Context: an optimization exercise on an open-source flow, tuned for small area. The choices shown serve that exercise and are no tape-out recipe.
In this exercise RTL edits were held to simulation tests only and were not proved equivalent to the original.
Power figures rest on the tool's default switching activity, not on a simulated workload.

<file path="flow/config.mk">
export PLATFORM = sky130hd
export DESIGN_NAME = fir_lowpass
export DESIGN_NICKNAME = fir_lowpass
export VERILOG_FILES = /design/flow/design.v
export SDC_FILE = /design/flow/constraint.sdc
export NUM_CORES = 4
export LEC_CHECK = 0
export CAP_MARGIN = 20
export CORE_MARGIN = 2
export CORE_UTILIZATION = 40
export SLEW_MARGIN = 20
</file>
<file path="flow/constraint.sdc">
create_clock -name core_clock -period 8.0 [get_ports {clk}]
set_input_delay 1.6000 -clock core_clock [delete_from_list [all_inputs] [get_ports {clk}]]
set_output_delay 1.6000 -clock core_clock [all_outputs]
set_load 0.01 [all_outputs]
</file>
<file path="flow/design.v">
module fir_lowpass #(
    parameter DATA_WIDTH = 16
) (
    input signed [DATA_WIDTH-1:0] i2s_data_in,
    output reg signed [(DATA_WIDTH+16)-1:0] i2s_data_out,
    input clk,
    input resetn
);
  reg signed [15:0] buffer0, buffer1, buffer2, buffer3, buffer4, buffer5, buffer6, buffer7, buffer8, buffer9, buffer10, buffer11, buffer12, buffer13, buffer14, buffer15;
  reg signed [(DATA_WIDTH+16)-1:0] mul0, mul1, mul2, mul3, mul4, mul5, mul6, mul7, mul8, mul9, mul10, mul11, mul12, mul13, mul14, mul15;
  wire signed [15:0] coef0, coef1, coef2, coef3, coef4, coef5, coef6, coef7, coef8, coef9, coef10, coef11, coef12, coef13, coef14, coef15;
  assign coef0  = 16'hF70E;
  assign coef1  = 16'hFF78;
  assign coef2  = 16'h01A8;
  assign coef3  = 16'h052E;
  assign coef4  = 16'h09A2;
  assign coef5  = 16'h0E54;
  assign coef6  = 16'h1277;
  assign coef7  = 16'h1550;
  assign coef8  = 16'h1655;
  assign coef9  = 16'h1550;
  assign coef10 = 16'h1277;
  assign coef11 = 16'h0E54;
  assign coef12 = 16'h09A2;
  assign coef13 = 16'h052E;
  assign coef14 = 16'h01A8;
  assign coef15 = 16'hFF78;
  always @(posedge clk) begin
    if (!resetn) begin
      buffer0  <= 'h00;
      buffer1  <= 'h00;
      buffer2  <= 'h00;
      buffer3  <= 'h00;
      buffer4  <= 'h00;
      buffer5  <= 'h00;
      buffer6  <= 'h00;
      buffer7  <= 'h00;
      buffer8  <= 'h00;
      buffer9  <= 'h00;
      buffer10 <= 'h00;
      buffer11 <= 'h00;
      buffer12 <= 'h00;
      buffer13 <= 'h00;
      buffer14 <= 'h00;
      buffer15 <= 'h00;
    end else begin
      buffer0  <= i2s_data_in;
      buffer1  <= buffer0;
      buffer2  <= buffer1;
      buffer3  <= buffer2;
      buffer4  <= buffer3;
      buffer5  <= buffer4;
      buffer6  <= buffer5;
      buffer7  <= buffer6;
      buffer8  <= buffer7;
      buffer9  <= buffer8;
      buffer10 <= buffer9;
      buffer11 <= buffer10;
      buffer12 <= buffer11;
      buffer13 <= buffer12;
      buffer14 <= buffer13;
      buffer15 <= buffer14;
    end
  end
  always @(posedge clk) begin
    if (!resetn) begin
      mul0  <= 'h00;
      mul1  <= 'h00;
      mul2  <= 'h00;
      mul3  <= 'h00;
      mul4  <= 'h00;
      mul5  <= 'h00;
      mul6  <= 'h00;
      mul7  <= 'h00;
      mul8  <= 'h00;
      mul9  <= 'h00;
      mul10 <= 'h00;
      mul11 <= 'h00;
      mul12 <= 'h00;
      mul13 <= 'h00;
      mul14 <= 'h00;
      mul15 <= 'h00;
    end else begin
      mul0  <= coef0 * buffer0;
      mul1  <= coef1 * buffer1;
      mul2  <= coef2 * buffer2;
      mul3  <= coef3 * buffer3;
      mul4  <= coef4 * buffer4;
      mul5  <= coef5 * buffer5;
      mul6  <= coef6 * buffer6;
      mul7  <= coef7 * buffer7;
      mul8  <= coef8 * buffer8;
      mul9  <= coef9 * buffer9;
      mul10 <= coef10 * buffer10;
      mul11 <= coef11 * buffer11;
      mul12 <= coef12 * buffer12;
      mul13 <= coef13 * buffer13;
      mul14 <= coef14 * buffer14;
      mul15 <= coef15 * buffer15;
    end
  end
  always @(posedge clk) begin
    if (!resetn) begin
      i2s_data_out <= 'h00;
    end else begin
      i2s_data_out <= mul0 + mul1 + mul2 + mul3 + mul4 + mul5 + mul6 + mul7 + mul8 + mul9 + mul10 + mul11 + mul12 + mul13 + mul14 + mul15;
    end
  end
endmodule
</file>
<file path="flow/run.sh">
#!/bin/bash
# synth_recipe.tcl (not shown) runs the flow's synth.tcl, then flattens the netlist and writes it again
# the make line also repeats each setting of config.mk as NAME=value (left out here)
make -C /OpenROAD-flow-scripts/flow DESIGN_CONFIG=/design/flow/config.mk WORK_HOME=/design/flow/orfs CLKGATE_MAP_FILE= SYNTH_SCRIPT=/design/flow/synth_recipe.tcl finish
</file>
==> summary.txt <==
## layer usage
layer	GRT usage [%]	wire (um)
met1	28.8	95400
met2	33.5	94400
met3	2.55	8420
met4	5.81	6580
met5	0	0
## synth_stat cells (54+ instances only)
cell,instances
o21ai_0,172
xnor2_1,233
nand3_1,54
dfxtp_1,684
a21o_1,132
ha_1,1368
inv_1,2216
a21oi_1,246
xor2_1,178
fa_1,1254
clkbuf_1,94
nor2_1,606
nand2_1,166
and2_1,209
nor3_1,98
## critical path: cells and delay by family, from the launching register on
family | cells | cell delay [ns]
simple gates | 2 | 0.19
xor+xnor | 1 | 0.14
fa+ha+maj | 8 | 3.63
compound gates | 7 | 1.46
flops | 1 | 0.45
buf+inv | 4 | 0.33
## final cells by class
cell class	count	area [um^2]
Sequential cell	684	13700
Antenna cell	2	5.00
Tap cell	2656	3320
Inverter	2219	8340
Clock buffer	110	2330
Clock inverter	43	636
Fill cell	19400	113000
Timing Repair Buffer	64	644
Multi-Input combinational cell	5259	58000
## stage by stage
| stage | setup slack, ns | power (W) |
|---|---|---|
| final | 1.66 | 0.0127 |
| after global routing | 1.41 | 0.0135 |
| after CTS | 1.67 | 0.0128 |
| after detailed placement | 1.66 | 0.00860 |
| after global placement | 1.63 | 0.00860 |
| after floorplan | 1.73 | 0.00693 |
## state kept, by name (all words and copies together) (netlist names), 26 cells and up
| signal | flops |
|---|---|
| i2s_data_out | 32 |
| mul5 | 27 |
| mul9 | 26 |
| mul4 | 28 |
| mul6 | 30 |
| mul3 | 27 |
| mul7 | 26 |
| mul10 | 30 |
| mul11 | 27 |
| mul0 | 28 |
| mul8 | 30 |
| mul13 | 26 |
## power by group through the flow
stage | Sequential (W) | Combinational, W | Clock (W)
2_1_floorplan | 0.00376 | 0.00318 | 0
3_3_place_gp | 0.00384 | 0.00476 | 0
3_5_place_dp | 0.00384 | 0.00476 | 0
4_1_cts | 0.00377 | 0.00485 | 0.00423
5_1_grt | 0.00377 | 0.00539 | 0.00436
6_report | 0.00376 | 0.00483 | 0.00415
## how the worst max path moves through the flow
stage / depth (start not counted) / to / slack, ns
3_5_place_dp: 22 / i2s_data_out[29] / 1.66
3_3_place_gp: 22 / i2s_data_out[29] / 1.63
2_1_floorplan: 18 / mul10[28] / 1.73
6_report: 22 / i2s_data_out[19] / 1.66
5_1_grt: 20 / i2s_data_out[29] / 1.41
4_1_cts: 22 / i2s_data_out[29] / 1.67
## logic make-up (layout without fill, tap and decap cells)
| group | after synthesis | after routing |
|---|---|---|
| other cells | 0 | 2 |
| compound gates | 846 | 846 |
| flops | 684 | 684 |
| simple gates | 1346 | 1346 |
| fa+ha+maj | 2623 | 2623 |
| xor+xnor | 411 | 411 |
| buf+inv | 2315 | 2436 |
| mux | 33 | 33 |
==> results by group <==
Setup path
  • Worst r2r dst: i2s_data_out[19]
  • Critical path type: reg -> reg
  • R2r startpoint: buffer15[1]
  • Reg2Reg Depth: 22
  • Critical Path Sink Type: flip-flop
  • CP Max Fanout: 5
  • Most frequent cell on the critical path: fa_1
  • Highest-delay cell along the critical path: fa_1
  • Max stage delay on crit path: 0.59 ns
  • Worst Path Arrival: around 7 ns
  • Reg2Reg Setup Slack: approximately 1.7 ns
  • Worst setup SP type: flip-flop
  • Cell breakdown of the critical path: inv_1 -> fa_1 -> fa_1 -> fa_1 -> inv_1 -> fa_1 -> inv_1 -> fa_1 -> inv_1 -> fa_1 -> ha_1 -> fa_1 -> a21oi_1 -> o21bai_1 -> a211o_1 -> nand2_1 -> o21bai_1 -> a21oi_1 -> o22ai_1 -> o41a_1 -> xnor2_1 -> nor2_1
  • Critical Path RT: roughly 8.6 ns
  • Crit. Startpoint: buffer15[1]

Timing
  • Period minus WS final: 6.34 ns
  • Setup TNS: 0 ns
  • WHS: ~0.58 ns
  • # setup viols final: 0
  • Final period util: between 70 and 80%
  • Worst slew pin tran: 0.903 ns
  • Pins Over Slew Limit: 0
  • RSZ-0062 raised after global routing: false
  • Rel. slew slack: between 30% and 40%
  • Highest clock rate: about 160 MHz
  • Fin. Hold Viols: 0
  • Clk_skew: 0.0518 ns

CTS
  • Root buf cell: clkbuf_16
  • Num CTS Buffers: 84
  • CTS max path bufs: 3
  • CTS tree: yes
  • H-tree levels: 3
  • Setup bufs post-CTS: 0
  • Clock Sink Count: around 700
  • Worst skew pair latency: ~0.72 ns
  • PostCTS Resize Cnt: 0
  • Cts hold-fix bufs: 0
  • Clock transition at the registers of the reported paths: ~0.060 ns

Floorplanning
  • Initial core utilization: 40.2%
  • I/O pin cnt: 50
  • Die area: 0.205 mm^2
  • Chip Width: 452 um
  • Core area: roughly 0.20 mm^2
  • Site Rows: about 160
  • Die H: roughly 450 um

Synth
  • YS warnings: 1
  • Synth area leader: fa_1
  • Synth top area cells: fa_1 31%, ha_1 21%, dfxtp_1 17%
  • Post-synth EDFFs: 0
  • Sequential area share after synthesis: roughly 17%
  • Synth Area in Adders: between 50% and 60%
  • Share of the synthesized area in the top cell type: a little under a third
  • Synth Area in XOR/XNOR: between 4 and 5%
  • Synthesized area: a little over 0.08 mm^2
  • Avg Cell Area, Syn: slightly below 10 um^2
  • Synth cell types: about 80
  • Simple-gate portion of the synthesized area: 7.92%
  • Synth Area in Compound Gates: under 10%
  • Synthesized instance count: roughly 8300
  • Multiplexer area fraction after synthesis: 0.415%
  • #FFs+latches synth: between 600 and 700
  • Synth async-reset ratio: 0%
  • Syn nets: 10900
  • Top_reg_cell synth: dfxtp_1
  • Largest family of logic cells by synthesized area: adder cells

Power and ir drop
  • Combinational Power Share: between 30% and 40%
  • Internal: 0.00801 W
  • Leak: between 40 and 50 nW
  • Switching share of power: a little under two fifths
  • Flop pwr share: 29.5%
  • Power Dens Cells: roughly 150 mW/mm^2
  • Switching power: 0.00472 W
  • Clock share of power: 32.6%
  • Max rail drop VDD: approximately 0.17 mV

Place
  • RD Place Congestion: 0.930
  • Number of port buffers: 49
  • Post-DP HPWL: ~170000 um
  • Placed insts: 10900
  • Dpl cell area: approximately 0.084 mm^2

Routing
  • DR iter-0 viols: 2862
  • Vias: between 50000 and 60000
  • Remaining DRCs: 0
  • Vias per cell: slightly below 5
  • Drt total wl: 205000 um
  • Routed wire per std cell: 18.6 um
  • Number of routed nets with antenna violations: 0
  • First drt pass iteration count: 6

Global routing
  • Largest net degree at the start of global routing: 151
  • First-pass GRT wire length: 325000 um
  • Vias in the first global route: 56700
  • Overall global routing resource usage: a little over 20%
  • Initial antenna violation count: 11
  • Total grt overflow: 0

Cells and area
  • Final non-filler cell total: approximately 11000
  • Fraction of layout instances using a drive strength above 1: under 10%
  • Most frequent cells in the layout: 2216 x inv_1, 1368 x ha_1, 1254 x fa_1
  • Layout Nets: 11000
  • Most common cell after layout, fill and taps aside: inv_1
  • Fin area: roughly 0.087 mm^2
  • Area delta synth->final: 8.19%
  • Fin util: a little over two fifths

Hold path
  • WHS Path Cells: 1
  • Min-delay src: buffer14[2]
  • Hold endpoint: buffer15[2]
  • Hold Path Class: reg -> reg

Status
  • Status: timing/DRC/antenna clean

Flow run
  • MaxCap Viol Count: 0

[port drivers added, routing unchanged]
Ports are ideal in the flow. The routed layout listed here was re-timed in OpenROAD.
Step 1 assumes that a clkbuf_16 drives the clock port and a buf_2 every other input.
Step 2 adds t to the input delays and takes it off the output delays; t is the mean of the earliest and latest rising clock arrival at the registers after step 1. Input paths then give back, and output paths get back, about the clock's delay inside the block.
Three values: ideal, step 1, step 2; two values: the first two.
t, ns: 0.775
slack for setup (ns): 1.665 / 1.665 / 1.665
worst register clock-pin slew, ns: 0.07 / 0.07
worst data-port slew with drivers (ns): 0.06
After both steps this run still meets setup and hold. The setup slack of this run moves by 0.000 ns with the drivers and by 0.000 ns with both steps.
